Source: an optimization exercise on an open RTL-to-GDS flow (aim: small area). Production flows keep margins and buffers that such runs may drop. At most, simulation tests tie the RTL to the original design; equivalence was not proved. No functional check of the RTL was part of runs 3, 5 and 6. Power and IR drop assume default switching activity.

--- flow/standard.sh ---
#!/bin/bash
# synth_recipe.tcl (not shown) runs the flow's synth.tcl, then flattens the netlist and writes it again
# the make line also repeats each setting of config.mk as NAME=value (left out here)
make -C /OpenROAD-flow-scripts/flow DESIGN_CONFIG=/design/flow/config.mk WORK_HOME=/design/flow/orfs CLKGATE_MAP_FILE= SYNTH_SCRIPT=/design/flow/synth_recipe.tcl "${@:-finish}"
--- flow/flow/run.sh ---
#!/bin/bash
# Layout flow: the standard ORFS flow (standard.sh) with two changes:
#  - synthesis maps the logic with the ABC script flow/abc.script; the rest of
#    synthesis (register mapping, flattening, renaming) is the standard
#    synthesis script, unchanged;
#  - the port buffers are plain buf_1 cells.
# Each tool's output goes to the ORFS logs under orfs/logs/; make's own output
# to flow_make.log here.
set -euo pipefail
here=$(pwd)
# ORFS's synth.tcl with only the ABC script replaced
sed 's|^source \$::env(SCRIPTS_DIR)/synth_preamble.tcl$|&\nset abc_args [lreplace $abc_args 1 1 '"$here"'/flow/abc.script]|' \
  "$FLOW_HOME/scripts/synth.tcl" > "$here/synth_area.tcl"
grep -q "flow/abc.script" "$here/synth_area.tcl"
# The standard flow's synthesis script, sourcing the copy above
sed 's|source \$::env(SCRIPTS_DIR)/synth.tcl|source '"$here"'/synth_area.tcl|' \
  synth_recipe.tcl > "$here/synth_recipe_area.tcl"
grep -q "synth_area.tcl" "$here/synth_recipe_area.tcl"
bash standard.sh "SYNTH_SCRIPT=$here/synth_recipe_area.tcl" \
  "BUFFER_PORTS_ARGS=-buffer_cell sky130_fd_sc_hd__buf_1" \
  "CTS_ARGS=-sink_clustering_enable -repair_clock_nets -dont_use_dummy_load -sink_clustering_size 30 -sink_clustering_max_diameter 100 -buf_list sky130_fd_sc_hd__clkbuf_8" finish > flow_make.log 2>&1
--- flow/constraint.sdc ---
create_clock -name core_clock -period 4.0 [get_ports {clk}]
set_input_delay 0.8000 -clock core_clock [delete_from_list [all_inputs] [get_ports {clk}]]
set_output_delay 0.8000 -clock core_clock [all_outputs]
set_load 0.01 [all_outputs]
--- flow/design.v ---
module FPAdder(
  input             clk,
  input      [31:0] A_56,
  input      [31:0] B_56,
  output reg [31:0] sum_56
);
  wire        sA = A_56[31];
  wire        sB = B_56[31];
  wire  [7:0] eA = A_56[30:23];
  wire  [7:0] eB = B_56[30:23];
  wire [22:0] mA = A_56[22:0];
  wire [22:0] mB = B_56[22:0];
  wire  [8:0] dsum   = {1'b0, eA} + {1'b0, ~eB};
  wire        larger = dsum[8];
  wire  [7:0] amt    = dsum[7:0] ^ {8{~larger}};
  wire [22:0] ms1    = larger ? {1'b0, mB[22:1]} : mA;
  wire [22:0] sh     = (|amt[7:5]) ? 23'd0 : (ms1 >> amt[4:0]);
  wire [22:0] ml     = larger ? mA : mB;
  wire  [7:0] el     = larger ? eA : eB;
  wire        sL     = larger ? sA : sB;
  wire        op     = sA ^ sB;
  wire        eqe    = eA == eB;
  wire        byp    = (A_56 == 32'd0) | (B_56 == 32'd0);
  wire        sg     = byp ? (sA | sB) : (op ? sL : sA);
  wire        f      = ~byp & op & eqe;
  wire [22:0] mlx    = ml ^ {23{op}};
  reg  [22:0] r1_ml, r1_sh;
  reg   [7:0] r1_e;
  reg         r1_sg, r1_f, r1_op, r1_byp;
  always @(posedge clk) begin
    r1_ml  <= mlx;
    r1_sh  <= sh;
    r1_e   <= el;
    r1_sg  <= sg;
    r1_f   <= f;
    r1_op  <= op;
    r1_byp <= byp;
  end
  wire [22:0] p  = r1_ml ^ r1_sh;
  wire [22:0] g  = r1_ml & r1_sh;
  wire [22:0] G, P;              
  genvar i;
  generate
    for (i = 0; i < 23; i = i + 1) begin : pfx
      if (i == 0) begin : b0
        assign G[0] = g[0];
        assign P[0] = p[0];
      end else begin : bi
        assign G[i] = g[i] | (p[i] & G[i-1]);
        assign P[i] = p[i] & P[i-1];
      end
    end
  endgenerate
  wire        c   = G[22];
  wire        cin = r1_op & c;
  wire [22:0] cy  = {G[21:0] | (P[21:0] & {22{cin}}), cin};
  wire [22:0] z   = p ^ cy;
  wire        inv = r1_op & ~c;
  wire [23:0] t   = {~r1_op & c, z ^ {23{inv}}};
  wire        gt   = ~c & ~P[22];
  wire        lt   = c;
  wire        sign = r1_f ? (r1_sg ? gt : lt) : r1_sg;
  reg  [23:0] r2_t;
  reg   [7:0] r2_e;
  reg         r2_sign, r2_byp;
  always @(posedge clk) begin
    r2_t    <= t;
    r2_e    <= r1_e;
    r2_sign <= sign;
    r2_byp  <= r1_byp;
  end
  wire        keep = r2_byp | (~r2_t[23] & r2_t[22]);
  wire        dec  = ~keep & ~r2_t[23];
  wire        inc  = ~keep & r2_t[23];
  wire  [7:0] eo   = r2_e + {{7{dec}}, inc | dec};
  reg  [22:0] mo;
  always @(*) begin
    if (keep)
      mo = r2_t[22:0];
    else if (r2_t[23])
      mo = r2_t[23:1];
    else
      mo = {r2_t[21:0], 1'b0};
  end
  wire [31:0] res = {r2_sign, eo, mo};
  reg [31:0] r3, r4;
  always @(posedge clk) begin
    r3     <= res;
    r4     <= r3;
    sum_56 <= r4;
  end
endmodule
--- flow/flow/abc.script ---
&get -n
&st
&dch
&nf -R 100
&st
&syn2
&if -g -K 6
&synch2
&nf -R 100
&st
&syn2
&if -g -K 6
&synch2
&nf -R 100
&st
&syn2
&if -g -K 6
&synch2
&nf -R 100
&st
&syn2
&if -g -K 6
&synch2
&nf -R 100
&st
&syn2
&if -g -K 6
&synch2
&nf -R 100
&put
buffer -c
topo
stime -c
upsize -c
dnsize -c
--- flow/config.mk ---
export PLATFORM = sky130hd
export DESIGN_NAME = FPAdder
export DESIGN_NICKNAME = FPAdder
export VERILOG_FILES = /design/flow/design.v
export SDC_FILE = /design/flow/constraint.sdc
export NUM_CORES = 4
export LEC_CHECK = 0
export CAP_MARGIN = 20
export CORE_MARGIN = 2
export CORE_UTILIZATION = 40
export GPL_TIMING_DRIVEN = 0
export PLACE_DENSITY = 0.8
export SLEW_MARGIN = 20
==> qor.yml, run 1 <==
synthesis:
  yosysWarnings: 1
  synth_area_per_cell_um2: 9.549
  synthFlopType: "dfxtp_1"
  syn_inst: 862
  synth_edf_count: 0
  yosysUniqueCellTypes: 63
  yosysSeqAreaShare_pct: 45.72
  syn-num-nets: 968
  ys_ff_latch: 188
  async_reset_ff_share_pct: 0
  synth_area_mm2: 0.008232
global_route:
  grt-ovfl-total: 0
  track_usage_pct: 17.21
  grt_pass1_wl_um: 29920
  grt_pass1_vias: 5982
  grt_max_degree: 22
  antenna_found_initial: 0
die:
  die_height_um: 147.5
  rows: 52
  io-pin-count: 97
  die_x_um: 147.5
  dieArea_mm2: 0.02174
  initial_core_util_pct: 40.68
  design.core.area_mm2: 0.02023
power_and_ir_drop:
  p_leak_nw: 3.816
  vdd.ir_drop.worst_uv: 236.9
  power_density_mw_per_mm2: 582.4
  power_w: 0.005367
placed_design:
  hpwlAfterDp_um: 14860
  pre_cts_ws_ns: -0.4781
  place_congestion: 0.9367
  port_buffers: 96
  placed_cells: 1228
critical_path:
  endpoint_kind: "flip-flop"
  cp_data_required_time_ns: 4.34
  max_stage_delay_ns: 0.42
  start_kind: "input pin"
  r2r_cells: 16
  rrSetupSlack_ns: 0.66
  timing.rr.start: "r1_ml[1]$_DFF_P_"
  critical_path_class: "in -> reg"
  cp_max_fo: 10
  crit_chain: "buf_1 -> inv_1 -> ha_1 -> inv_1 -> fa_1 -> nor2b_2 -> nor2_1 -> o21ai_0 -> and2_1 -> nor3_1 -> nor2_1 -> nor2_1 -> buf_2 -> nor2_1 -> or3_1 -> o31ai_1 -> a221oi_4 -> nor2_1 -> a41oi_2 -> nand2_1 -> a32o_1"
  reg2reg_to: "r2_t[21]$_DFF_P_"
  critPathArrivalTime_ns: 4.11
  critPathSlowestCell: "fa_1"
  cp_common_cell: "nor2_1"
drt:
  first_pass_iters: 5
  avgViaCountPerCell: 5.071
  wirelength_um: 18330
  drcViolationCount: 0
  routed-via-count: 6313
  wl_per_cell_um: 14.72
  drtIter0Drc: 358
  ant_nets: 0
worst_hold_path:
  holdPathStages: 0
  hold_path.class: "reg -> reg"
  hp-start: "r4[19]$_DFF_P_"
  hold_end: "sum_56[19]$_DFF_P_"
clock_tree:
  hold_buffers: 0
  cts_tree: "built"
  cts_buffers: 17
  cts_buffer_depth: 2
  insertion_delay_ns: 0.45
  cts_sinks: 188
  cts-htree-levels: 4
  clkTransAtPathRegs_ns: 0.09
  cts_root_buffer: "clkbuf_8"
flow_run:
  drv_cap: 0
sta:
  rsz0062_at_grt: "true"
  finalCritPeriodShare_pct: 94.26
  max_clock_freq_mhz: 265.2
  worst_pin_slew_ns: 0.9272
  clock_skew_ns: 0.04689
  fin_crit_ns: 3.770
  slew_headroom_pct: 37.74
  hold_viol: 0
  setup_slack_ns: 0.2296
  setup_viol: 0
  slew_viol_final: 0
cells_and_area:
  fin_cells: 1245
  area_growth_pct: 11.95
  drive_gt1_share_pct: 5.846
  antenna_cells: 0
  nets: 1083
run_status:
  status: "no timing/DRC/antenna violations"
==> power breakdown <==
| group | total, W | leakage (nW) | internal [W] | switching, W |
|---|---|---|---|---|
| combinational | 0.00169 | 2.12 | 0.000688 | 0.00101 |
| sequential | 0.00278 | 1.58 | 0.00256 | 0.000214 |
| clock | 0.000895 | 0.122 | 0.000376 | 0.000519 |
| total | 0.00537 | 3.82 | 0.00363 | 0.00174 |
==> routing by layer <==
layer	global-route usage (%)	up-vias	part of all wire (%)
met1	22.99	2838	47
met4	7.212	0	3.0
li1	-	3219	-
met2	27.66	220	45
met3	2.963	36	5.6
met5	0	-	0
==> critical path, delay by kind of cell <==
kind	cells	cell delay, ns
compound gates	5	1.21
fa+ha+maj	2	0.58
simple gates	10	1.11
buf+inv	4	0.41
==> through the flow <==
step | utilization [%] | setup TNS, ns | hold WS, ns | cell area [µm²]
final | 45.54 | 0 | 0.2920 | 9215
after global routing | 45.54 | -0.04200 | 0.3011 | 9215
after CTS | 45.29 | 0 | 0.2966 | 9164
after detailed placement | 44.13 | -5.111 | 0.3121 | 8930
after global placement | 44.13 | -5.530 | 0.3103 | 8930
after floorplan | - | 0 | 0.3096 | 8232
==> worst max-delay path by stage <==
stage | startpoint | to | slack, ns | cells past startpoint
final | B_56[23] | r1_sh[2]$_SDFF_PP0_ | 0.23 | 21
after global routing | B_56[23] | r1_sh[2]$_SDFF_PP0_ | -0.02 | 21
after CTS | A_56[23] | r1_sh[2]$_SDFF_PP0_ | 0.01 | 18
after detailed placement | A_56[23] | r1_sh[2]$_SDFF_PP0_ | -0.48 | 18
after global placement | A_56[23] | r1_sh[2]$_SDFF_PP0_ | -0.46 | 18
after floorplan | B_56[23] | r1_sh[2]$_SDFF_PP0_ | 0.42 | 18
==> cells in the mapped netlist (all sizes together), types with 2 or more instances <==
master	instances	area share (%)
a211oi	8	0.73
a21o	12	1.1
a21oi	57	3.7
a221oi	2	0.29
a22oi	4	0.36
a31oi	3	0.23
a32o	4	0.49
and2	4	0.33
and3	6	0.46
buf	18	1.3
clkbuf	15	0.68
dfxtp	188	46
fa	2	0.49
ha	39	5.9
inv	29	1.3
mux2	2	0.27
mux2i	64	7.8
mux4	2	0.55
nand2	48	2.2
nand2b	4	0.40
nand3	11	0.79
nand4	8	0.61
nor2	122	5.6
nor2b	5	0.41
nor3	10	0.79
nor4	18	1.4
o211ai	2	0.18
o21a	3	0.36
o21ai	42	2.6
o21bai	6	0.55
o31a	4	0.43
o31ai	15	1.4
or3	17	1.3
xnor2	56	6.0
xor2	19	2.0
==> timing repair <==
item,CTS,global route
resized for setup,0,14
buffers inserted,0,0
setup endpoints to repair,0,20
==> layout make-up <==
type                       instances  area [µm²]
buffer                            33       175.2
clock buffer                      17       234.0
fill                            1965       11020
inverter                          30       112.6
multi-input combinational        611        4230
sequential                       188        3764
tap                              270       337.8
timing repair buffer              96       361.6
==> state kept, by name, indices dropped and copies added, names as in the netlist <==
name     count
r1_op        1
r1_ml       23
r2_byp       1
r2_e         8
r2_t        24
r1_sh       23
r1_e         8
r3          32
r1_sg        1
r4          32
sum_56      32
r1_f         1
r1_byp       1
r2_sign      1
==> placed cells by master (no fill, tap or decap), drive strengths merged, types with 2 or more instances in the layout <==
master / n
a211oi: 8
a21o: 12
a21oi: 57
a221oi: 2
a22oi: 4
a31oi: 3
a32o: 4
and2: 4
and3: 6
buf: 109
clkbuf: 37
dfxtp: 188
fa: 2
ha: 39
inv: 29
mux2: 2
mux2i: 64
mux4: 2
nand2: 48
nand2b: 4
nand3: 11
nand4: 8
nor2: 122
nor2b: 5
nor3: 10
nor4: 18
o211ai: 2
o21a: 3
o21ai: 42
o21bai: 6
o31a: 4
o31ai: 15
or3: 17
xnor2: 56
xor2: 19
==> kinds of logic after synthesis <==
| family | after synthesis | synth area share, % |
|---|---|---|
| compound gates | 171 | 13.39 |
| simple gates | 256 | 14.46 |
| buf+inv | 63 | 3.344 |
| fa+ha+maj | 41 | 6.414 |
| xor+xnor | 75 | 8.071 |
| mux | 68 | 8.603 |
| flops | 188 | 45.72 |
==> inputs of run 2 (changes only) <==
--- a/flow/config.mk
+++ b/flow/config.mk
@@ -7,7 +7,7 @@
 export LEC_CHECK = 0
 export CAP_MARGIN = 20
 export CORE_MARGIN = 2
-export CORE_UTILIZATION = 40
+export CORE_UTILIZATION = 50
 export GPL_TIMING_DRIVEN = 0
-export PLACE_DENSITY = 0.8
+export PLACE_DENSITY = 0.75
 export SLEW_MARGIN = 20
==> qor.yml, run 2 <==
synthesis:
  yosys-top-cells-count: "dfxtp_1 (188), nor2_1 (122), mux2i_1 (64), xnor2_1 (55), a21oi_1 (54)"  # unchanged
  syn-num-nets: 968  # unchanged
  yosysTopAreaCellShare_pct: 45.72  # unchanged
  syn_inst: 862  # unchanged
  synth_area_per_cell_um2: 9.549  # unchanged
  ys_ff_latch: 188  # unchanged
  synthTopCellsByArea: "dfxtp_1 (46%), mux2i_1 (7.8%), ha_1 (5.9%), xnor2_1 (5.9%), nor2_1 (5.6%)"  # unchanged
  synth.most_common_cell: "dfxtp_1"  # unchanged
  async_reset_ff_share_pct: 0  # unchanged
  synth_edf_count: 0  # unchanged
  yosysUniqueCellTypes: 63  # unchanged
  synthFlopType: "dfxtp_1"  # unchanged
  yosysSeqAreaShare_pct: 45.72  # unchanged
  yosysWarnings: 1  # unchanged
  synth_area_mm2: 0.008232  # unchanged
  synth_top_cell_by_area: "dfxtp_1"  # unchanged
global_route:
  antenna_found_initial: 0  # unchanged
  grt_max_degree: 20  # was 22
  grt-ovfl-total: 0  # unchanged
  grt_pass1_vias: 5838  # was 5982
  grt_pass1_wl_um: 28470  # was 29920 µm
  track_usage_pct: 20.32  # was 17.21%
critical_path:
  cp_data_required_time_ns: 4.29  # was 4.34 ns
  critical_path_class: "in -> reg"  # unchanged
  start_kind: "input pin"  # unchanged
  timing.rr.start: "r1_ml[12]$_DFF_P_"  # was r1_ml[1]$_DFF_P_
  critPathArrivalTime_ns: 4.14  # was 4.11 ns
  cp-startpoint: "A_56[23]"  # was B_56[23]
  cp_max_fo: 10  # unchanged
  r2r_cells: 14  # was 16
  endpoint_kind: "flip-flop"  # unchanged
  critPathSlowestCell: "buf_1"  # was fa_1
  crit_chain: "buf_1 -> ha_1 -> inv_1 -> fa_1 -> nor2b_1 -> nor2_1 -> o21ai_0 -> and2_1 -> nor3_1 -> nor2_1 -> or2_1 -> clkbuf_4 -> buf_2 -> buf_1 -> mux2i_1 -> xnor2_1"  # was buf_1 -> inv_1 -> ha_1 -> inv_1 -> fa_1 -> nor2b_2 -> nor2_1 -> o21ai_0 -> and2_1 -> nor3_1 -> nor2_1 -> nor2_1 -> buf_2 -> nor2_1 -> or3_1 -> o31ai_1 -> a221oi_4 -> nor2_1 -> a41oi_2 -> nand2_1 -> a32o_1
  max_stage_delay_ns: 0.51  # was 0.42 ns
sta:
  worst_pin_slew_ns: 0.8566  # was 0.9272 ns
  slew_viol_final: 0  # unchanged
  clock_skew_ns: 0.03560  # was 0.04689 ns
  max_clock_freq_mhz: 259.6  # was 265.2 MHz
  hold_slack_ns: 0.3117  # was 0.2920 ns
  fin_crit_ns: 3.851  # was 3.770 ns
  setup_slack_ns: 0.1485  # was 0.2296 ns
  slew_headroom_pct: 42.48  # was 37.74%
  rsz0062_at_grt: "false"  # was true
  finalCritPeriodShare_pct: 96.29  # was 94.26%
  setup_viol: 0  # unchanged
  hold_viol: 0  # unchanged
cells_and_area:
  top_regs: "r3 x32, r4 x32, sum_56 x32"  # unchanged
  layout_commonest_cell: "dfxtp_1"  # unchanged
  drive_gt1_share_pct: 5.635  # was 5.846%
  final_cell_mix: "dfxtp_1 (188), nor2_1 (122), buf_1 (100), mux2i_1 (63)"  # was dfxtp_1 (188), nor2_1 (122), buf_1 (99), mux2i_1 (63)
  seq_area_mm2: 0.003764  # unchanged
  antenna_cells: 0  # unchanged
  fin_cells: 1192  # was 1245
  area_growth_pct: 11.13  # was 11.95%
  fill_cells: 1500  # was 1965
  nets: 1084  # was 1083
  multi_input_area_mm2: 0.004223  # was 0.004230 mm²
placed_design:
  port_buffers: 96  # unchanged
  pre_cts_ws_ns: -0.4545  # was -0.4781 ns
  place_congestion: 0.9100  # was 0.9367
  hpwlAfterDp_um: 14330  # was 14860 µm
  placed_cells: 1174  # was 1228
die:
  die_height_um: 132.3  # was 147.5 µm
  initial_core_util_pct: 51.45  # was 40.68%
  dieArea_mm2: 0.01751  # was 0.02174 mm²
  die_x_um: 132.3  # was 147.5 µm
  design.core.area_mm2: 0.01600  # was 0.02023 mm²
  io-pin-count: 97  # unchanged
  rows: 46  # was 52
clock_tree:
  cts_root_buffer: "clkbuf_8"  # unchanged
  cts_buffers: 17  # unchanged
  cts_sinks: 188  # unchanged
  hold_buffers: 0  # unchanged
  cts_tree: "built"  # unchanged
  cts-htree-levels: 4  # unchanged
  cts_buffer_depth: 2  # unchanged
  clkTransAtPathRegs_ns: 0.09  # about the same
  insertion_delay_ns: 0.46  # was 0.45 ns
worst_hold_path:
  holdPathStages: 0  # unchanged
  hold_path.class: "reg -> reg"  # unchanged
  hp-start: "r3[15]$_DFF_P_"  # was r4[19]$_DFF_P_
power_and_ir_drop:
  vdd.ir_drop.worst_uv: 258.8  # was 236.9 µV
  power_w: 0.005357  # was 0.005367 W
  power_density_mw_per_mm2: 585.7  # was 582.4 mW/mm²
  p_leak_nw: 3.815  # was 3.816 nW
drt:
  avgViaCountPerCell: 5.237  # was 5.071
  first_pass_iters: 5  # unchanged
  drtIter0Drc: 433  # was 358
  routed-via-count: 6242  # was 6313
  wirelength_um: 17740  # was 18330 µm
  wl_per_cell_um: 14.88  # was 14.72 µm
  ant_nets: 0  # unchanged
  drcViolationCount: 0  # unchanged
run_status:
  status: "no timing/DRC/antenna violations"  # unchanged
flow_run:
  drv_cap: 0  # unchanged
## run 2: cell counts after synthesis
No cell type changed its count.
## run 2: per-layer routing
layer / vias up / track usage, % / wire (µm)
met3: 38 / 3.614 / 853
met2: 224 / 33.97 / 8259
li1: 3221 / - / -
met5: - / 0 / 0
met4: 0 / 10.57 / 599
met1: 2759 / 25.14 / 8029
## run 2: critical path: cells and delay by family
family          cells  cell delay (ns)
fa+ha+maj           2             0.60
xor+xnor            1             0.13
mux                 1             0.40
buf+inv             5             1.25
simple gates        6             0.78
compound gates      1             0.18
## run 2: per-stage QoR
| step | utilization [%] | TNS (ns) | cell area, µm² |
|---|---|---|---|
| 2_1_floorplan | - | 0 | 8232 |
| 3_3_place_gp | 55.39 | -4.977 | 8862 |
| 3_5_place_dp | 55.39 | -4.999 | 8862 |
| 4_1_cts | 56.90 | 0 | 9104 |
| 5_1_grt | 57.17 | 0 | 9148 |
| 6_report | 57.17 | 0 | 9148 |
## run 2: kinds of logic after synthesis
family / share of synthesized area [%]
mux: 8.603
fa+ha+maj: 6.414
simple gates: 14.46
compound gates: 13.39
xor+xnor: 8.071
buf+inv: 3.344
flops: 45.72
## run 2: cell type report
cell class,count,area share (%)
flip-flops and latches,188,41.14
plain buffers,33,1.929
inverters,30,1.231
clock buffers,17,2.558
well taps,216,2.954
multi-input cells,611,46.16
repair buffers,97,4.021
## run 2: power by group
part | total, W | switching [W] | internal [W]
Combinational | 0.00170 | 0.00101 | 0.000693
Sequential | 0.00277 | 0.000209 | 0.00256
Clock | 0.000886 | 0.000511 | 0.000375
## run 2: repair_timing
action / CTS / global route
setup buffers: 0 / 1
endpoints found under the setup margin: 1 / 16
gates resized for setup: 1 / 11
cloned: 0 / 0
## run 2: path summary, 6_finish.rpt
kind                            slack (ns)           endpoint
worst max-delay path                  0.15  r1_ml[18]$_DFF_P_
worst min-delay path                  0.31     r4[15]$_DFF_P_
worst max register to register        0.65   r2_t[21]$_DFF_P_
worst min register to register        0.31     r4[15]$_DFF_P_
==> inputs of run 3 (changes only) <==
--- a/flow/design.v
+++ b/flow/design.v
@@ -14,7 +14,13 @@
   wire        larger = dsum[8];
   wire  [7:0] amt    = dsum[7:0] ^ {8{~larger}};
   wire [22:0] ms1    = larger ? {1'b0, mB[22:1]} : mA;
-  wire [22:0] sh     = (|amt[7:5]) ? 23'd0 : (ms1 >> amt[4:0]);
+  wire [22:0] sl0 = ms1;
+  wire [22:0] sl1 = amt[0] ? (sl0 >> 1) : sl0;
+  wire [22:0] sl2 = amt[1] ? (sl1 >> 2) : sl1;
+  wire [22:0] sl3 = amt[2] ? (sl2 >> 4) : sl2;
+  wire [22:0] sl4 = amt[3] ? (sl3 >> 8) : sl3;
+  wire [22:0] sl5 = amt[4] ? (sl4 >> 16) : sl4;
+  wire [22:0] sh     = (|amt[7:5]) ? 23'd0 : sl5;
   wire [22:0] ml     = larger ? mA : mB;
   wire  [7:0] el     = larger ? eA : eB;
   wire        sL     = larger ? sA : sB;
==> flow/flow/abc.script (replaced) <==
&get -n
&st
&dch
&nf -R 50
&st
&syn2
&if -g -K 6
&synch2
&nf -R 50
&st
&syn2
&if -g -K 6
&synch2
&nf -R 50
&st
&syn2
&if -g -K 6
&synch2
&nf -R 50
&st
&syn2
&if -g -K 6
&synch2
&nf -R 50
&st
&syn2
&if -g -K 6
&synch2
&nf -R 50
&put
buffer -c
topo
stime -c
upsize -c
dnsize -c
--- a/flow/config.mk
+++ b/flow/config.mk
@@ -7,7 +7,9 @@
 export LEC_CHECK = 0
 export CAP_MARGIN = 20
 export CORE_MARGIN = 2
-export CORE_UTILIZATION = 50
+export CORE_UTILIZATION = 40
+export CTS_BUF_LIST = sky130_fd_sc_hd__clkbuf_8
+export CTS_CLUSTER_DIAMETER = 100
+export CTS_CLUSTER_SIZE = 40
 export GPL_TIMING_DRIVEN = 0
-export PLACE_DENSITY = 0.75
 export SLEW_MARGIN = 20
==> qor.yml, run 3 <==
run_status:
  status: "no timing/DRC/antenna violations"  # unchanged
drt:
  avgViaCountPerCell: 4.949  # was 5.237
  ant_nets: 0  # unchanged
  routed-via-count: 5741  # was 6242
  wirelength_um: 17580  # was 17740 µm
  wl_per_cell_um: 15.15  # was 14.88 µm
  first_pass_iters: 4  # was 5
  drtIter0Drc: 244  # was 433
  drcViolationCount: 0  # unchanged
synthesis:
  syn-num-nets: 884  # was 968
  yosysWarnings: 1  # unchanged
  synth_top_cell_by_area: "dfxtp_1"  # unchanged
  synth_edf_count: 0  # unchanged
  yosysUniqueCellTypes: 68  # was 63
  ys_ff_latch: 188  # unchanged
  yosysSeqAreaShare_pct: 45.74  # was 45.72%
  yosysTopAreaCellShare_pct: 45.74  # was 45.72%
  synthTopCellsByArea: "dfxtp_1 (46%), mux2i_1 (7.9%), ha_1 (5.9%), xnor2_1 (5.9%), mux4_2 (5.5%)"  # was dfxtp_1 (46%), mux2i_1 (7.8%), ha_1 (5.9%), xnor2_1 (5.9%), nor2_1 (5.6%)
  synth_area_per_cell_um2: 10.58  # was 9.549 µm²
  synth.most_common_cell: "dfxtp_1"  # unchanged
  syn_inst: 778  # was 862
  synth_area_mm2: 0.008229  # was 0.008232 mm²
  async_reset_ff_share_pct: 0  # unchanged
  yosys-top-cells-count: "dfxtp_1 (188), nor2_1 (70), mux2i_1 (65), a21oi_1 (56), xnor2_1 (55)"  # was dfxtp_1 (188), nor2_1 (122), mux2i_1 (64), xnor2_1 (55), a21oi_1 (54)
  synthFlopType: "dfxtp_1"  # unchanged
clock_tree:
  cts_sinks: 188  # unchanged
  postCtsSetupBuffers: 0  # unchanged
  cts_tree: "built"  # unchanged
  insertion_delay_ns: 0.45  # was 0.46 ns
  cts-htree-levels: 4  # unchanged
  clkTransAtPathRegs_ns: 0.11  # was 0.09 ns
  cts_buffers: 17  # unchanged
  cts_root_buffer: "clkbuf_8"  # unchanged
  cts_buffer_depth: 2  # unchanged
global_route:
  grt_pass1_wl_um: 29040  # was 28470 µm
  grt_max_degree: 23  # was 20
  met2_usage_pct: 27.85  # was 33.97%
  track_usage_pct: 16.75  # was 20.32%
  grt_busiest_layer: "met2"  # unchanged
  antenna_found_initial: 0  # unchanged
  grt-ovfl-total: 0  # unchanged
  use_met1_pct: 22.06  # was 25.14%
  grt_pass1_vias: 5616  # was 5838
  use_met3_pct: 2.654  # was 3.614%
critical_path:
  path_buf_inv: 4  # was 5
  critical_path_class: "in -> reg"  # unchanged
  crit_chain: "buf_1 -> ha_1 -> inv_1 -> fa_1 -> nor2b_1 -> o211ai_1 -> nand2_1 -> o22ai_1 -> buf_2 -> xnor2_1 -> clkbuf_1 -> a21oi_1 -> a21oi_1 -> nand2b_1 -> o41ai_1 -> a22o_1"  # was buf_1 -> ha_1 -> inv_1 -> fa_1 -> nor2b_1 -> nor2_1 -> o21ai_0 -> and2_1 -> nor3_1 -> nor2_1 -> or2_1 -> clkbuf_4 -> buf_2 -> buf_1 -> mux2i_1 -> xnor2_1
  critPathArrivalTime_ns: 4.17  # was 4.14 ns
  cp_common_cell: "a21oi_1"
  start_kind: "input pin"  # unchanged
  max_stage_delay_ns: 0.40  # was 0.51 ns
  cp_data_required_time_ns: 4.34  # was 4.29 ns
  cp_max_fo: 10  # unchanged
  critPathSlowestCell: "clkbuf_1"  # was buf_1
  cp_top_family: "compound AO/OA/AOI/OAI gates"  # was buffers and inverters
  endpoint_kind: "flip-flop"  # unchanged
sta:
  slew_viol_final: 0  # unchanged
  setup_slack_ns: 0.1727  # was 0.1485 ns
  hold_viol: 0  # unchanged
  tns_ns: 0  # unchanged
  clock_skew_ns: 0.04977  # was 0.03560 ns
  setup_viol: 0  # unchanged
  hold_slack_ns: 0.2988  # was 0.3117 ns
  finalCritPeriodShare_pct: 95.68  # was 96.29%
  fin_crit_ns: 3.827  # was 3.851 ns
  worst_pin_slew_ns: 0.7212  # was 0.8566 ns
  rsz0062_at_grt: "false"  # unchanged
  slew_headroom_pct: 50.55  # was 42.48%
  max_clock_freq_mhz: 261.3  # was 259.6 MHz
placed_design:
  hpwlAfterDp_um: 14220  # was 14330 µm
  place_congestion: 0.9276  # was 0.9100
  placed_area_mm2: 0.008927  # was 0.008862 mm²
  placed_cells: 1144  # was 1174
  port_buffers: 96  # unchanged
  pre_cts_ws_ns: -0.4416  # was -0.4545 ns
cells_and_area:
  nets: 998  # was 1084
  antenna_cells: 0  # unchanged
  fill_cells: 1978  # was 1500
  top_regs: "r3 x32, r4 x32, sum_56 x32"  # unchanged
  drive_gt1_share_pct: 8.652  # was 5.635%
  final_cell_mix: "dfxtp_1 (188), buf_1 (100), nor2_1 (70), mux2i_1 (65), a21oi_1 (56)"  # was dfxtp_1 (188), nor2_1 (122), buf_1 (100), mux2i_1 (63)
  fin_cells: 1160  # was 1192
  finalInstanceArea_mm2: 0.009168  # was 0.009148 mm²
  area_growth_pct: 11.40  # was 11.13%
  layout_commonest_cell: "dfxtp_1"  # unchanged
power_and_ir_drop:
  vdd.ir_drop.worst_uv: 212.6  # was 258.8 µV
  p_leak_nw: 3.680  # was 3.815 nW
  power_density_mw_per_mm2: 592.3  # was 585.7 mW/mm²
die:
  initial_core_util_pct: 40.67  # was 51.45%
  die_x_um: 147.4  # was 132.3 µm
  io-pin-count: 97  # unchanged
  dieArea_mm2: 0.02174  # was 0.01751 mm²
  rows: 52  # was 46
  die_height_um: 147.4  # was 132.3 µm
  design.core.area_mm2: 0.02023  # was 0.01600 mm²
worst_hold_path:
  hold_path.class: "reg -> reg"  # unchanged
flow_run:
  drv_cap: 0  # unchanged
==> run 3: worst paths after layout <==
| path | to | startpoint | cells after the start | slack, ns |
|---|---|---|---|---|
| setup / recovery | r1_sh[0]$_SDFF_PP0_ | A_56[23] | 16 | 0.17 |
| hold / removal | r4[0]$_DFF_P_ | r3[0]$_DFF_P_ | 0 | 0.30 |
| setup reg to reg | r2_t[5]$_DFF_P_ | r1_ml[1]$_DFF_P_ | 13 | 0.72 |
| hold reg to reg | r4[0]$_DFF_P_ | r3[0]$_DFF_P_ | 0 | 0.30 |
==> run 3: power breakdown <==
part / switching (W) / internal (W)
clock: 0.000528 / 0.000377
combinational: 0.00101 / 0.000730
sequential: 0.000215 / 0.00257
==> run 3: worst register-to-register path, delay by kind of cell (launching register included) <==
kind | cells | cell delay (ns)
DFF | 1 | 0.32
AOI/OAI and AO/OA | 7 | 1.87
adders and majority gates | 1 | 0.38
and+or+nand+nor | 3 | 0.36
buffers and inverters | 1 | 0.13
xor gates and xnor gates | 1 | 0.09
==> run 3: cell families after synthesis <==
logic type | after synthesis | share of synthesized area [%]
flops | 188 | 45.74
compound gates | 156 | 12.41
simple gates | 163 | 9.670
mux | 94 | 14.61
fa+ha+maj | 41 | 6.416
buf+inv | 61 | 3.086
xor+xnor | 75 | 8.074
==> run 3: what timing repair did <==
| action | 4_1_cts | 5_1_grt |
|---|---|---|
| setup endpoints to repair | 0 | 18 |
| hold buffers | 0 | 0 |
| gates resized for setup | 0 | 3 |
==> run 3: cell type report <==
| class | instances | area [µm²] | share of cell area (%) |
|---|---|---|---|
| inverters | 30 | 112.6 | 1.228 |
| plain buffers | 30 | 138.9 | 1.515 |
| multi-input cells | 529 | 4220 | 46.04 |
| clock buffers | 17 | 234.0 | 2.552 |
| well taps | 270 | 337.8 | 3.685 |
| repair buffers | 96 | 360.3 | 3.931 |
| flip-flops and latches | 188 | 3764 | 41.05 |
==> run 3: stage by stage <==
step	power (W)	util [%]
finish	0.005430	45.31
global route	0.005847	45.31
CTS	0.005493	45.28
detailed placement	0.004567	44.12
global placement	0.004557	44.12
floorplan	0.004061	-
==> run 3: metal layers <==
| metal | wire [µm] | share of wire (%) | vias up |
|---|---|---|---|
| met5 | 0 | 0 | - |
| met2 | 7991 | 45 | 140 |
| met4 | 432 | 2.5 | 0 |
| li1 | - | - | 2995 |
| met3 | 669 | 3.8 | 20 |
| met1 | 8483 | 48 | 2586 |
==> inputs of run 4 (changes only) <==
--- a/flow/design.v
+++ b/flow/design.v
@@ -14,13 +14,7 @@
   wire        larger = dsum[8];
   wire  [7:0] amt    = dsum[7:0] ^ {8{~larger}};
   wire [22:0] ms1    = larger ? {1'b0, mB[22:1]} : mA;
-  wire [22:0] sl0 = ms1;
-  wire [22:0] sl1 = amt[0] ? (sl0 >> 1) : sl0;
-  wire [22:0] sl2 = amt[1] ? (sl1 >> 2) : sl1;
-  wire [22:0] sl3 = amt[2] ? (sl2 >> 4) : sl2;
-  wire [22:0] sl4 = amt[3] ? (sl3 >> 8) : sl3;
-  wire [22:0] sl5 = amt[4] ? (sl4 >> 16) : sl4;
-  wire [22:0] sh     = (|amt[7:5]) ? 23'd0 : sl5;
+  wire [22:0] sh     = (|amt[7:5]) ? 23'd0 : (ms1 >> amt[4:0]);
   wire [22:0] ml     = larger ? mA : mB;
   wire  [7:0] el     = larger ? eA : eB;
   wire        sL     = larger ? sA : sB;
--- a/flow/flow/run.sh
+++ b/flow/flow/run.sh
@@ -18,4 +18,4 @@
 grep -q "synth_area.tcl" "$here/synth_recipe_area.tcl"
 bash standard.sh "SYNTH_SCRIPT=$here/synth_recipe_area.tcl" \
   "BUFFER_PORTS_ARGS=-buffer_cell sky130_fd_sc_hd__buf_1" \
-  "CTS_ARGS=-sink_clustering_enable -repair_clock_nets -dont_use_dummy_load -sink_clustering_size 30 -sink_clustering_max_diameter 100 -buf_list sky130_fd_sc_hd__clkbuf_8" finish > flow_make.log 2>&1
+  "CTS_ARGS=-sink_clustering_enable -repair_clock_nets -dont_use_dummy_load -sink_clustering_size 50 -sink_clustering_max_diameter 200 -buf_list sky130_fd_sc_hd__clkbuf_16" finish > flow_make.log 2>&1
--- a/flow/config.mk
+++ b/flow/config.mk
@@ -11,5 +11,4 @@
 export CTS_BUF_LIST = sky130_fd_sc_hd__clkbuf_8
 export CTS_CLUSTER_DIAMETER = 100
 export CTS_CLUSTER_SIZE = 40
-export GPL_TIMING_DRIVEN = 0
 export SLEW_MARGIN = 20
==> qor.yml, run 4 <==
cells_and_area:
  top_regs: "r3 x32, r4 x32, sum_56 x32"  # unchanged
  drive_gt1_share_pct: 8.004  # was 8.652%
  nets: 1045  # was 998
  fin_util_pct: 46.85  # was 45.31%
  fin_cells: 1207  # was 1160
  layout_commonest_cell: "dfxtp_1"  # unchanged
  final_cell_mix: "dfxtp_1 (188), buf_1 (96), nor2_1 (85), mux2i_1 (63), a21oi_1 (59)"  # was dfxtp_1 (188), buf_1 (100), nor2_1 (70), mux2i_1 (65), a21oi_1 (56)
  area_growth_pct: 14.66  # was 11.40%
  antenna_cells: 0  # unchanged
global_route:
  grt_pass1_vias: 5578  # was 5616
  grt_max_degree: 45  # was 23
  grt-ovfl-total: 0  # unchanged
  antenna_found_initial: 0  # unchanged
  track_usage_pct: 16.76  # was 16.75%
  grt_pass1_wl_um: 29170  # was 29040 µm
clock_tree:
  cts-htree-levels: 4  # unchanged
  cts_sinks: 188  # unchanged
  postCtsSetupBuffers: 0  # unchanged
  cts_buffers: 17  # unchanged
  cts_tree: "built"  # unchanged
  ctsResizeCount: 0  # unchanged
  cts_root_buffer: "clkbuf_16"  # was clkbuf_8
  cts_buffer_depth: 2  # unchanged
  insertion_delay_ns: 0.43  # was 0.45 ns
  hold_buffers: 0  # unchanged
  clkTransAtPathRegs_ns: 0.08  # was 0.11 ns
run_status:
  status: "no timing/DRC/antenna violations"  # unchanged
drt:
  wirelength_um: 17940  # was 17580 µm
  routed-via-count: 6018  # was 5741
  ant_nets: 0  # unchanged
  first_pass_iters: 5  # was 4
  avgViaCountPerCell: 4.986  # was 4.949
  wl_per_cell_um: 14.87  # was 15.15 µm
  drtIter0Drc: 369  # was 244
  drcViolationCount: 0  # unchanged
synthesis:
  yosys-top-cells-count: "dfxtp_1 (188), nor2_1 (85), mux2i_1 (63), a21oi_1 (60), xnor2_1 (56)"  # was dfxtp_1 (188), nor2_1 (70), mux2i_1 (65), a21oi_1 (56), xnor2_1 (55)
  yosysWarnings: 1  # unchanged
  async_reset_ff_share_pct: 0  # unchanged
  ys_ff_latch: 188  # unchanged
  synth_area_mm2: 0.008294  # was 0.008229 mm²
  synth.most_common_cell: "dfxtp_1"  # unchanged
  synthFlopType: "dfxtp_1"  # unchanged
  yosysTopAreaCellShare_pct: 45.38  # was 45.74%
  synthTopCellsByArea: "dfxtp_1 (45%), mux2i_1 (7.6%), xnor2_1 (5.9%), ha_1 (5.9%), nor2_1 (3.8%)"  # was dfxtp_1 (46%), mux2i_1 (7.9%), ha_1 (5.9%), xnor2_1 (5.9%), mux4_2 (5.5%)
  yosysSeqAreaShare_pct: 45.38  # was 45.74%
  synth_area_per_cell_um2: 9.945  # was 10.58 µm²
  yosysUniqueCellTypes: 61  # was 68
  synth_edf_count: 0  # unchanged
  syn-num-nets: 940  # was 884
  syn_inst: 834  # was 778
  synth_top_cell_by_area: "dfxtp_1"  # unchanged
sta:
  finalCritPeriodShare_pct: 89.76  # was 95.68%
  worst_pin_slew_ns: 0.7876  # was 0.7212 ns
  setup_viol: 0  # unchanged
  slew_headroom_pct: 46.94  # was 50.55%
  slew_viol_final: 0  # unchanged
  clock_skew_ns: 0.03187  # was 0.04977 ns
  rsz0062_at_grt: "false"  # unchanged
  hold_viol: 0  # unchanged
  fin_crit_ns: 3.591  # was 3.827 ns
  tns_ns: 0  # unchanged
  max_clock_freq_mhz: 278.5  # was 261.3 MHz
die:
  dieArea_mm2: 0.02190  # was 0.02174 mm²
  die_x_um: 148  # was 147.4 µm
  design.core.area_mm2: 0.02030  # was 0.02023 mm²
  rows: 52  # unchanged
  die_height_um: 148  # was 147.4 µm
  io-pin-count: 97  # unchanged
  initial_core_util_pct: 40.86  # was 40.67%
worst_hold_path:
  hold_path.class: "reg -> reg"  # unchanged
critical_path:
  reg2reg_to: "r2_t[21]$_DFF_P_"  # was r2_t[5]$_DFF_P_
  cp-endpoint: "r1_sh[2]$_SDFF_PP0_"  # was r1_sh[0]$_SDFF_PP0_
  r2r_cells: 13  # unchanged
  cp-startpoint: "B_56[27]"  # was A_56[23]
  timing.rr.start: "r1_ml[1]$_DFF_P_"  # unchanged
  cp_data_required_time_ns: 4.29  # was 4.34 ns
  critical_path_class: "in -> reg"  # unchanged
  cp_max_fo: 7  # was 10
  start_kind: "input pin"  # unchanged
  rrSetupSlack_ns: 0.64  # was 0.72 ns
  endpoint_kind: "flip-flop"  # unchanged
  critPathArrivalTime_ns: 3.88  # was 4.17 ns
placed_design:
  place_congestion: 0.8660  # was 0.9276
  hpwlAfterDp_um: 14120  # was 14220 µm
  port_buffers: 96  # unchanged
  placed_cells: 1190  # was 1144
power_and_ir_drop:
  p_leak_nw: 3.939  # was 3.680 nW
  power_density_mw_per_mm2: 623.0  # was 592.3 mW/mm²
  vdd.ir_drop.worst_uv: 302.6  # was 212.6 µV
flow_run:
  drv_cap: 0  # unchanged
## run 4: where the power goes
group / switching (W) / internal, W / leakage [nW]
clock network: 0.000586 / 0.000739 / 0.209
logic: 0.00103 / 0.000774 / 2.15
registers: 0.000215 / 0.00258 / 1.58
## run 4: layer usage
metal | track usage, % | vias up | part of all wire [%]
li1 | - | 3135 | -
met1 | 23.82 | 2672 | 50
met2 | 25.86 | 185 | 43
met3 | 2.469 | 26 | 5.1
met4 | 6.190 | 0 | 1.9
met5 | 0 | - | 0
## run 4: final cells by class
cell class              instances  area [µm²]
repair buffers                122       605.6
multi-input cells             577        4254
flip-flops and latches        188        3764
clock buffers                  17       425.4
inverters                      33       123.9
fillers                      1995       10790
well taps                     270       337.8
## run 4: how the worst min path moves through the flow
stage                               from            endpoint  slack, ns  depth (start not counted)
after floorplan           r1_byp$_DFF_P_      r2_byp$_DFF_P_       0.31                          0
after global placement    r4[27]$_DFF_P_  sum_56[27]$_DFF_P_       0.31                          0
after detailed placement  r1_byp$_DFF_P_      r2_byp$_DFF_P_       0.31                          0
after CTS                 r3[11]$_DFF_P_      r4[11]$_DFF_P_       0.31                          0
after global routing      r3[11]$_DFF_P_      r4[11]$_DFF_P_       0.32                          0
final                     r3[11]$_DFF_P_      r4[11]$_DFF_P_       0.31                          0
## run 4: kinds of logic after synthesis
group | synth area share, %
simple gates | 11.40
flops | 45.38
compound gates | 14.04
mux | 11.40
xor+xnor | 7.920
buf+inv | 3.485
fa+ha+maj | 6.366
## run 4: per-stage QoR
stage               setup WS [ns]  hold slack (ns)  instance area, µm²  power (W)
detailed placement        0.04488           0.3121                9085   0.004643
finish                     0.4095           0.3072                9510   0.005925
global placement           0.1289           0.3104                9085   0.004624
floorplan                  0.3592           0.3096                8294   0.004082
CTS                        0.4732           0.3098                9510   0.005987
global route               0.1979           0.3209                9510   0.006343
## run 4: critical path, cell delays in order
cell	delay, ns
buf_1	0.10
inv_1	0.06
ha_1	0.32
a21o_1	0.20
or4_1	0.47
o21ai_4	0.25
mux4_2	0.55
a221oi_1	0.42
nor2_1	0.07
a21oi_1	0.27
nand2_1	0.09
a32o_1	0.26
==> inputs of run 5 (changes only) <==
--- a/flow/design.v
+++ b/flow/design.v
@@ -23,12 +23,11 @@
   wire        byp    = (A_56 == 32'd0) | (B_56 == 32'd0);
   wire        sg     = byp ? (sA | sB) : (op ? sL : sA);
   wire        f      = ~byp & op & eqe;
-  wire [22:0] mlx    = ml ^ {23{op}};
   reg  [22:0] r1_ml, r1_sh;
   reg   [7:0] r1_e;
   reg         r1_sg, r1_f, r1_op, r1_byp;
   always @(posedge clk) begin
-    r1_ml  <= mlx;
+    r1_ml  <= ml;
     r1_sh  <= sh;
     r1_e   <= el;
     r1_sg  <= sg;
@@ -36,8 +35,9 @@
     r1_op  <= op;
     r1_byp <= byp;
   end
-  wire [22:0] p  = r1_ml ^ r1_sh;
-  wire [22:0] g  = r1_ml & r1_sh;
+  wire [22:0] b  = r1_sh ^ {23{r1_op}};
+  wire [22:0] p  = r1_ml ^ b;
+  wire [22:0] g  = r1_ml & b;
   wire [22:0] G, P;              
   genvar i;
   generate
@@ -57,8 +57,8 @@
   wire [22:0] z   = p ^ cy;
   wire        inv = r1_op & ~c;
   wire [23:0] t   = {~r1_op & c, z ^ {23{inv}}};
-  wire        gt   = ~c & ~P[22];
-  wire        lt   = c;
+  wire        gt   = c;
+  wire        lt   = ~c & ~P[22];
   wire        sign = r1_f ? (r1_sg ? gt : lt) : r1_sg;
   reg  [23:0] r2_t;
   reg   [7:0] r2_e;
@@ -70,19 +70,15 @@
     r2_byp  <= r1_byp;
   end
   wire        keep = r2_byp | (~r2_t[23] & r2_t[22]);
-  wire        dec  = ~keep & ~r2_t[23];
-  wire        inc  = ~keep & r2_t[23];
-  wire  [7:0] eo   = r2_e + {{7{dec}}, inc | dec};
-  reg  [22:0] mo;
+  reg  [31:0] res;
   always @(*) begin
     if (keep)
-      mo = r2_t[22:0];
+      res = {r2_sign, r2_e, r2_t[22:0]};
     else if (r2_t[23])
-      mo = r2_t[23:1];
+      res = {r2_sign, r2_e + 8'd1, r2_t[23:1]};
     else
-      mo = {r2_t[21:0], 1'b0};
+      res = {r2_sign, r2_e - 8'd1, r2_t[21:0], 1'b0};
   end
-  wire [31:0] res = {r2_sign, eo, mo};
   reg [31:0] r3, r4;
   always @(posedge clk) begin
     r3     <= res;
==> flow/run.sh (new file) <==
#!/bin/bash
# synth_recipe.tcl (not shown) runs the flow's synth.tcl, then flattens the netlist and writes it again
# the make line also repeats each setting of config.mk as NAME=value (left out here)
make -C /OpenROAD-flow-scripts/flow DESIGN_CONFIG=/design/flow/config.mk WORK_HOME=/design/flow/orfs CLKGATE_MAP_FILE= SYNTH_SCRIPT=/design/flow/synth_recipe.tcl finish
--- a/flow/config.mk
+++ b/flow/config.mk
@@ -8,7 +8,4 @@
 export CAP_MARGIN = 20
 export CORE_MARGIN = 2
 export CORE_UTILIZATION = 40
-export CTS_BUF_LIST = sky130_fd_sc_hd__clkbuf_8
-export CTS_CLUSTER_DIAMETER = 100
-export CTS_CLUSTER_SIZE = 40
 export SLEW_MARGIN = 20
removed: flow/flow/run.sh
removed: flow/flow/abc.script
removed: flow/standard.sh
==> qor.yml, run 5 <==
run_status:
  status: "no timing/DRC/antenna violations"  # unchanged
power_and_ir_drop:
  power_density_mw_per_mm2: 646.5  # was 623.0 mW/mm²
  power_w: 0.007018  # was 0.005925 W
  seq_power_share_pct: 40.0  # was 47.2%
  intPower_w: 0.004710  # was 0.004094 W
  vdd.ir_drop.worst_uv: 345.8  # was 302.6 µV
  sw_frac_of_total_pct: 32.88  # was 30.89%
  p_clk_share_pct: 23.4  # was 22.3%
  power_frac_comb_pct: 36.6  # was 30.4%
  netSwitchingPower_w: 0.002308  # was 0.001830 W
  p_leak_nw: 4.436  # was 3.939 nW
clock_tree:
  cts-htree-levels: 4  # unchanged
  postCtsSetupBuffers: 0  # unchanged
  cts_buffers: 17  # unchanged
  hold_buffers: 0  # unchanged
  clkTransAtPathRegs_ns: 0.07  # was 0.08 ns
  ctsResizeCount: 0  # unchanged
  cts_tree: "built"  # unchanged
  cts_root_buffer: "clkbuf_16"  # unchanged
  cts_sinks: 188  # unchanged
  cts_buffer_depth: 2  # unchanged
  insertion_delay_ns: 0.43  # about the same
synthesis:
  synth_area_per_cell_um2: 10.02  # was 9.945 µm²
  ys_ff_latch: 188  # unchanged
  yosysWarnings: 1  # unchanged
  async_reset_ff_share_pct: 0  # unchanged
  synthFlopType: "dfxtp_1"  # unchanged
  synth_area_mm2: 0.008653  # was 0.008294 mm²
  yosysUniqueCellTypes: 67  # was 61
  synth_top_cell_by_area: "dfxtp_1"  # unchanged
  synth.most_common_cell: "dfxtp_1"  # unchanged
  yosysSeqAreaShare_pct: 43.49  # was 45.38%
  yosysTopAreaCellShare_pct: 43.49  # was 45.38%
  yosys-top-cells-count: "dfxtp_1 (188), nand2_1 (75), nor2_1 (60), a21oi_1 (50), mux2i_1 (49)"  # was dfxtp_1 (188), nor2_1 (85), mux2i_1 (63), a21oi_1 (60), xnor2_1 (56)
  synthTopCellsByArea: "dfxtp_1 (43%), mux2i_1 (5.7%), ha_1 (5.5%), mux4_2 (5.5%), xnor2_1 (3.7%)"  # was dfxtp_1 (45%), mux2i_1 (7.6%), xnor2_1 (5.9%), ha_1 (5.9%), nor2_1 (3.8%)
  synth_edf_count: 0  # unchanged
  syn_inst: 864  # was 834
  syn-num-nets: 969  # was 940
global_route:
  grt_pass1_wl_um: 31330  # was 29170 µm
  grt_pass1_vias: 6075  # was 5578
  antenna_found_initial: 0  # unchanged
  track_usage_pct: 17.46  # was 16.76%
  grt_max_degree: 43  # was 45
  grt-ovfl-total: 0  # unchanged
cells_and_area:
  nets: 1100  # was 1045
  final_cell_mix: "dfxtp_1 (188), clkdlybuf4s50_1 (96), nand2_1 (75), nor2_1 (60), buf_4 (52)"  # was dfxtp_1 (188), buf_1 (96), nor2_1 (85), mux2i_1 (63), a21oi_1 (59)
  fill_cells: 1923  # was 1995
  area_growth_pct: 25.45  # was 14.66%
  antenna_cells: 0  # unchanged
  top_regs: "r3 x32, r4 x32, sum_56 x32"  # unchanged
  drive_gt1_share_pct: 14.48  # was 8.004%
  layout_commonest_cell: "dfxtp_1"  # unchanged
  finalInstanceArea_mm2: 0.01086  # was 0.009510 mm²
drt:
  avgViaCountPerCell: 5.043  # was 4.986
  wl_per_cell_um: 15.10  # was 14.87 µm
  first_pass_iters: 4  # was 5
  drcViolationCount: 0  # unchanged
  wirelength_um: 19380  # was 17940 µm
  drtIter0Drc: 345  # was 369
  ant_nets: 0  # unchanged
  routed-via-count: 6470  # was 6018
die:
  initial_core_util_pct: 40.91  # was 40.86%
  rows: 53  # was 52
  dieArea_mm2: 0.02283  # was 0.02190 mm²
  die_height_um: 151.1  # was 148 µm
  design.core.area_mm2: 0.02115  # was 0.02030 mm²
  io-pin-count: 97  # unchanged
  die_x_um: 151.1  # was 148 µm
critical_path:
  path_buf_inv: 2  # unchanged
  critPathSlowestCell: "or4_1"  # was mux4_2
  r2r_cells: 11  # was 13
  cp_data_required_time_ns: 4.35  # was 4.29 ns
  start_kind: "input pin"  # unchanged
  rrSetupSlack_ns: 0.44  # was 0.64 ns
  critPathArrivalTime_ns: 3.97  # was 3.88 ns
  endpoint_kind: "flip-flop"  # unchanged
  critical_path_class: "in -> reg"  # unchanged
  cp_max_fo: 6  # was 7
  cp_top_family: "simple AND/OR/NAND/NOR gates"  # was compound AO/OA/AOI/OAI gates
  crit_cells: 12  # unchanged
  max_stage_delay_ns: 0.58  # was 0.55 ns
  crit_chain: "clkdlybuf4s50_1 -> ha_1 -> inv_1 -> fa_1 -> nand2b_1 -> a21oi_1 -> o311ai_0 -> or4_1 -> mux2_4 -> or2_4 -> o21bai_1 -> o211ai_1"  # was buf_1 -> inv_1 -> ha_1 -> a21o_1 -> or4_1 -> o21ai_4 -> mux4_2 -> a221oi_1 -> nor2_1 -> a21oi_1 -> nand2_1 -> a32o_1
sta:
  rsz0062_at_grt: "false"  # unchanged
  hold_viol: 0  # unchanged
  tns_ns: 0  # unchanged
  finalCritPeriodShare_pct: 90.45  # was 89.76%
  slew_headroom_pct: 34.90  # was 46.94%
  fin_crit_ns: 3.618  # was 3.591 ns
  slew_viol_final: 0  # unchanged
  max_clock_freq_mhz: 276.4  # was 278.5 MHz
  worst_pin_slew_ns: 0.9766  # was 0.7876 ns
  clock_skew_ns: 0.01100  # was 0.03187 ns
  setup_viol: 0  # unchanged
  hold_slack_ns: 0.3226  # was 0.3072 ns
worst_hold_path:
  hold_path.class: "reg -> reg"  # unchanged
  holdPathStages: 0  # unchanged
placed_design:
  hpwlAfterDp_um: 15480  # was 14120 µm
  port_buffers: 96  # unchanged
  placed_area_mm2: 0.01025  # was 0.009085 mm²
  place_congestion: 0.9389  # was 0.8660
flow_run:
  drv_cap: 0  # unchanged
-- run 5: cell count changes in the layout (fill, tap and decap cells not counted), moves of 13 or more --
cell,delta
xnor2_1,-19
nand2_1,+30
xor2_1,+13
clkdlybuf4s50_1,+96
mux2i_1,-14
nor2_1,-25
buf_4,+30
buf_1,-96
mux2_2,+27
-- run 5: power by group through the flow --
stage | registers (W) | clock network, W | logic (W)
CTS | 0.00282 | 0.00169 | 0.00256
global placement | 0.00284 | 0 | 0.00254
floorplan | 0.00288 | 0 | 0.00157
finish | 0.00281 | 0.00164 | 0.00257
detailed placement | 0.00286 | 0 | 0.00256
global route | 0.00287 | 0.00177 | 0.00283
-- run 5: through the flow --
step	setup slack, ns	utilization, %	std cells
4_1_cts	0.4133	51.32	1283
2_1_floorplan	0.4669	-	864
3_5_place_dp	-0.03811	48.47	1251
6_report	0.3819	51.32	1283
3_3_place_gp	0.01921	48.47	1251
5_1_grt	0.1831	51.32	1283
-- run 5: worst paths after layout --
path                      start             endpoint
hold reg to reg   r3[9]$_DFF_P_        r4[9]$_DFF_P_
setup reg to reg  r1_op$_DFF_P_     r2_t[10]$_DFF_P_
hold / removal    r3[9]$_DFF_P_        r4[9]$_DFF_P_
setup / recovery       A_56[23]  r1_sh[3]$_SDFF_PP0_
-- run 5: area by class of cell --
| cell class | instances | area (µm²) | area share, % |
|---|---|---|---|
| Sequential cell | 188 | 3764 | 34.67 |
| Clock inverter | 15 | 176.4 | 1.625 |
| Timing Repair Buffer | 152 | 1431 | 13.19 |
| Clock buffer | 17 | 425.4 | 3.919 |
| Tap cell | 275 | 344.1 | 3.170 |
| Multi-Input combinational cell | 610 | 4617 | 42.53 |
| Inverter | 26 | 97.59 | 0.8990 |
-- run 5: cells by family after synthesis --
logic type / synth area share [%]
simple gates: 12.19
flops: 43.49
compound gates: 13.03
mux: 14.82
xor+xnor: 7.360
buf+inv: 3.152
fa+ha+maj: 5.957
-- run 5: routing by layer --
metal,track usage (%),part of all wire [%],vias up
met3,2.319,4.0,22
met2,28.61,45,174
met1,23.65,49,2900
met4,6.262,2.1,0
met5,0,0,-
li1,-,-,3374
-- run 5: worst reg2reg max path, cell delays in order (launching register included) --
cell and delay [ns]:
dfxtp_1 0.48, buf_4 0.29, xor2_1 0.10, ha_1 0.41, a211oi_1 0.12, o21ai_0 0.42
a221o_1 0.26, nand3_1 0.10, a21oi_1 0.69, a211oi_1 0.16, a211oi_1 0.29, xor2_1 0.16
==> inputs of run 6 (changes only) <==
--- a/flow/config.mk
+++ b/flow/config.mk
@@ -5,6 +5,7 @@
 export SDC_FILE = /design/flow/constraint.sdc
 export NUM_CORES = 4
 export LEC_CHECK = 0
+export ABC_AREA = 1
 export CAP_MARGIN = 20
 export CORE_MARGIN = 2
 export CORE_UTILIZATION = 40
==> qor.yml, run 6 <==
synthesis:
  syn_inst: 1182  # was 864
  synth_top_cell_by_area: "dfxtp_1"  # unchanged
  yosys-top-cells-count: "nand2_1 (303), dfxtp_1 (188), inv_1 (149), o21ai_0 (110), nor2_1 (78)"  # was dfxtp_1 (188), nand2_1 (75), nor2_1 (60), a21oi_1 (50), mux2i_1 (49)
  yosysWarnings: 1  # unchanged
  yosysTopAreaCellShare_pct: 43.06  # was 43.49%
  syn-num-nets: 1287  # was 969
  yosysSeqAreaShare_pct: 43.06  # was 43.49%
  synth_area_per_cell_um2: 7.395  # was 10.02 µm²
  synth.most_common_cell: "nand2_1"  # was dfxtp_1
  synth_edf_count: 0  # unchanged
  yosysUniqueCellTypes: 42  # was 67
  synthFlopType: "dfxtp_1"  # unchanged
  async_reset_ff_share_pct: 0  # unchanged
  synth_area_mm2: 0.008741  # was 0.008653 mm²
  synthTopCellsByArea: "dfxtp_1 (43%), nand2_1 (13%), inv_1 (6.4%), o21ai_0 (6.3%), ha_1 (5.4%)"  # was dfxtp_1 (43%), mux2i_1 (5.7%), ha_1 (5.5%), mux4_2 (5.5%), xnor2_1 (3.7%)
  ys_ff_latch: 188  # unchanged
critical_path:
  cp_max_fo: 4  # was 6
  critPathArrivalTime_ns: 4.78  # was 3.97 ns
  endpoint_kind: "flip-flop"  # unchanged
  start_kind: "flip-flop"  # was input pin
  critical_path_class: "reg -> reg"  # was in -> reg
  cp_common_cell: "nand2_2"
  r2r_cells: 53  # was 11
  critPathSlowestCell: "dfxtp_4"  # was or4_1
  max_stage_delay_ns: 0.37  # was 0.58 ns
  cp_data_required_time_ns: 4.32  # was 4.35 ns
cells_and_area:
  antenna_cells: 0  # unchanged
  multi_input_area_mm2: 0.004324  # was 0.004617 mm²
  top_regs: "r3 x32, r4 x32, sum_56 x32"  # unchanged
  fill_cells: 1994  # was 1923
  area_growth_pct: 41.11  # was 25.45%
  nets: 1576  # was 1100
  layout_commonest_cell: "nand2_1"  # was dfxtp_1
  final_cell_mix: "nand2_1 (294), buf_4 (206), dfxtp_1 (187), inv_1 (135), clkdlybuf4s50_1 (96)"  # was dfxtp_1 (188), clkdlybuf4s50_1 (96), nand2_1 (75), nor2_1 (60), buf_4 (52)
  drive_gt1_share_pct: 23.80  # was 14.48%
  seq_area_mm2: 0.003767  # was 0.003764 mm²
  finalInstanceArea_mm2: 0.01233  # was 0.01086 mm²
die:
  die_x_um: 151.8  # was 151.1 µm
  io-pin-count: 97  # unchanged
  design.core.area_mm2: 0.02162  # was 0.02115 mm²
  initial_core_util_pct: 40.43  # was 40.91%
  rows: 54  # was 53
  dieArea_mm2: 0.02305  # was 0.02283 mm²
  die_height_um: 151.8  # was 151.1 µm
drt:
  drtIter0Drc: 486  # was 345
  wirelength_um: 23080  # was 19380 µm
  first_pass_iters: 7  # was 4
  avgViaCountPerCell: 4.660  # was 5.043
  ant_nets: 0  # unchanged
  routed-via-count: 8216  # was 6470
  wl_per_cell_um: 13.09  # was 15.10 µm
  drcViolationCount: 0  # unchanged
sta:
  fin_crit_ns: 4.466  # was 3.618 ns
  setup_viol: 24  # was 0
  clock_skew_ns: 0.01827  # was 0.01100 ns
  rsz0062_at_grt: "true"  # was false
  slew_headroom_pct: 47.50  # was 34.90%
  hold_viol: 0  # unchanged
  tns_ns: -9.253  # was 0 ns
  setup_slack_ns: -0.4658  # was 0.3819 ns
  finalCritPeriodShare_pct: 111.6  # was 90.45%
  max_clock_freq_mhz: 223.9  # was 276.4 MHz
  slew_viol_final: 0  # unchanged
  worst_pin_slew_ns: 0.7827  # was 0.9766 ns
global_route:
  antenna_found_initial: 0  # unchanged
  grt-ovfl-total: 0  # unchanged
  grt_pass1_vias: 7743  # was 6075
  track_usage_pct: 19.73  # was 17.46%
  use_met3_pct: 2.710  # was 2.319%
  grt_pass1_wl_um: 37180  # was 31330 µm
  use_met1_pct: 24.35  # was 23.65%
  grt_max_degree: 45  # was 43
  grt_busiest_layer: "met2"  # unchanged
  met2_usage_pct: 34.98  # was 28.61%
worst_hold_path:
  hold_path.class: "reg -> reg"  # unchanged
  holdPathStages: 0  # unchanged
clock_tree:
  cts_buffers: 17  # unchanged
  clkTransAtPathRegs_ns: 0.07  # about the same
  cts_root_buffer: "clkbuf_16"  # unchanged
  cts-htree-levels: 4  # unchanged
  hold_buffers: 0  # unchanged
  cts_buffer_depth: 2  # unchanged
  insertion_delay_ns: 0.44  # was 0.43 ns
  cts_tree: "built"  # unchanged
  cts_sinks: 188  # unchanged
run_status:
  so_faults: "negative setup slack"
  status: "complete, but fails checks"  # was no timing/DRC/antenna violations
power_and_ir_drop:
  p_leak_nw: 5.986  # was 4.436 nW
  vdd.ir_drop.worst_uv: 298.1  # was 345.8 µV
  power_density_mw_per_mm2: 646.1  # was 646.5 mW/mm²
flow_run:
  drv_cap: 0  # unchanged
placed_design:
  hpwlAfterDp_um: 16720  # was 15480 µm
  port_buffers: 96  # unchanged
  placed_area_mm2: 0.01088  # was 0.01025 mm²
  place_congestion: 0.8991  # was 0.9389
-- run 6: repair_timing --
| action | 4_1_cts | 5_1_grt |
|---|---|---|
| pin swaps | 17 | 19 |
| resized for setup | 18 | 56 |
| setup endpoints to repair | 23 | 38 |
| setup buffers | 75 | 11 |
| gates cloned | 2 | 2 |
-- run 6: cell families (layout without fill, tap and decap cells) --
kind of cell             Yosys count  count (layout)  share of synthesized area [%]
AO/OA/AOI/OAI                    196             196                          12.60
flip-flops                       188             188                          43.06
multiplexers                       3               3                         0.3436
adder cells (fa/ha/maj)           40              40                          5.898
AND/OR/NAND/NOR                  517             517                          25.32
buffers and inverters            200             501                          8.975
XOR/XNOR                          38              38                          3.808
-- run 6: layout make-up --
cell class	instances	share of cell area, %
multi-input cells	794	35.06
flip-flops and latches	188	30.54
repair buffers	317	22.20
inverters	153	4.707
clock buffers	17	3.449
well taps	280	2.840
clock inverters	14	1.207
-- run 6: critical path: cells and delay by family, from the launching register on --
family	cells	cell delay, ns
AOI/OAI and AO/OA	2	0.15
xor gates and xnor gates	1	0.14
adders and majority gates	1	0.32
buffers and inverters	4	0.43
DFF	1	0.37
and+or+nand+nor	45	2.98
-- run 6: power breakdown --
group	total (W)	leakage, nW	internal (W)	switching [W]
logic	0.00353	4.14	0.00174	0.00179
registers	0.00282	1.58	0.00258	0.000236
clock network	0.00162	0.273	0.000830	0.000789
total	0.00797	5.99	0.00516	0.00281
-- run 6: through the flow --
step	hold WS [ns]	util (%)	total power [W]	std cells	setup WS [ns]
after floorplan	0.3096	-	0.004603	1182	-0.3549
after global placement	0.3098	50.34	0.005784	1644	-0.3653
after detailed placement	0.3121	50.34	0.005828	1644	-0.3841
after CTS	0.3271	56.09	0.007817	1751	-0.3184
after global routing	0.3314	57.05	0.008539	1763	-0.8027
final	0.3246	57.05	0.007969	1763	-0.4658
-- run 6: routing by layer --
metal / part of all wire, % / vias to the layer above
li1: - / 4352
met1: 44 / 3626
met2: 49 / 193
met3: 3.3 / 45
met4: 2.9 / 0
met5: 0 / -
-- run 6: final timing paths --
path,from,to,slack (ns)
worst max-delay path,r1_op$_DFF_P_,r2_sign$_DFF_P_,-0.47
worst min-delay path,r1_e[4]$_DFF_P_,r2_e[4]$_DFF_P_,0.32
worst max register to register,r1_op$_DFF_P_,r2_sign$_DFF_P_,-0.47
worst min register to register,r1_e[4]$_DFF_P_,r2_e[4]$_DFF_P_,0.32

afterwards: timing with drivers on the ports:
No port has a modelled driver above. Below, the same layouts with a new extraction and two added sets of constraints.
Step 1 (the two cells are an assumption about what drives the block):
set clk [get_ports {clk}]
set_driving_cell -lib_cell sky130_fd_sc_hd__clkbuf_16 $clk
set_driving_cell -lib_cell sky130_fd_sc_hd__buf_2 [delete_from_list [all_inputs] $clk]
Step 2 times the ports against the registers' clock, not the clock port: input delays grow and output delays shrink by t, the midpoint of the rising clock arrivals with the driver on.
Slacks: no drivers / after step 1 / after step 2; pairs: no drivers / after step 1.
run	t, ns	setup WS [ns]	worst register clock-pin slew, ns	cell pins on the clock port's net
run 1	0.465	0.230 / 0.246 / -0.219	0.11 / 0.11	1
run 2	0.472	0.149 / 0.156 / -0.316	0.10 / 0.10	1
run 3	0.462	0.173 / 0.184 / -0.278	0.11 / 0.11	1
run 4	0.455	0.409 / 0.430 / -0.025	0.08 / 0.08	1
run 5	0.459	0.382 / 0.388 / -0.071	0.08 / 0.08	1
run 6	0.469	-0.466 / -0.466 / -0.466	0.08 / 0.08	1
With both steps, setup timing fails in 5 of these runs, where it was met with ideal ports. The setup slack of run 2, which loses most, moves by +0.007 ns with the drivers and by -0.465 ns with both steps.
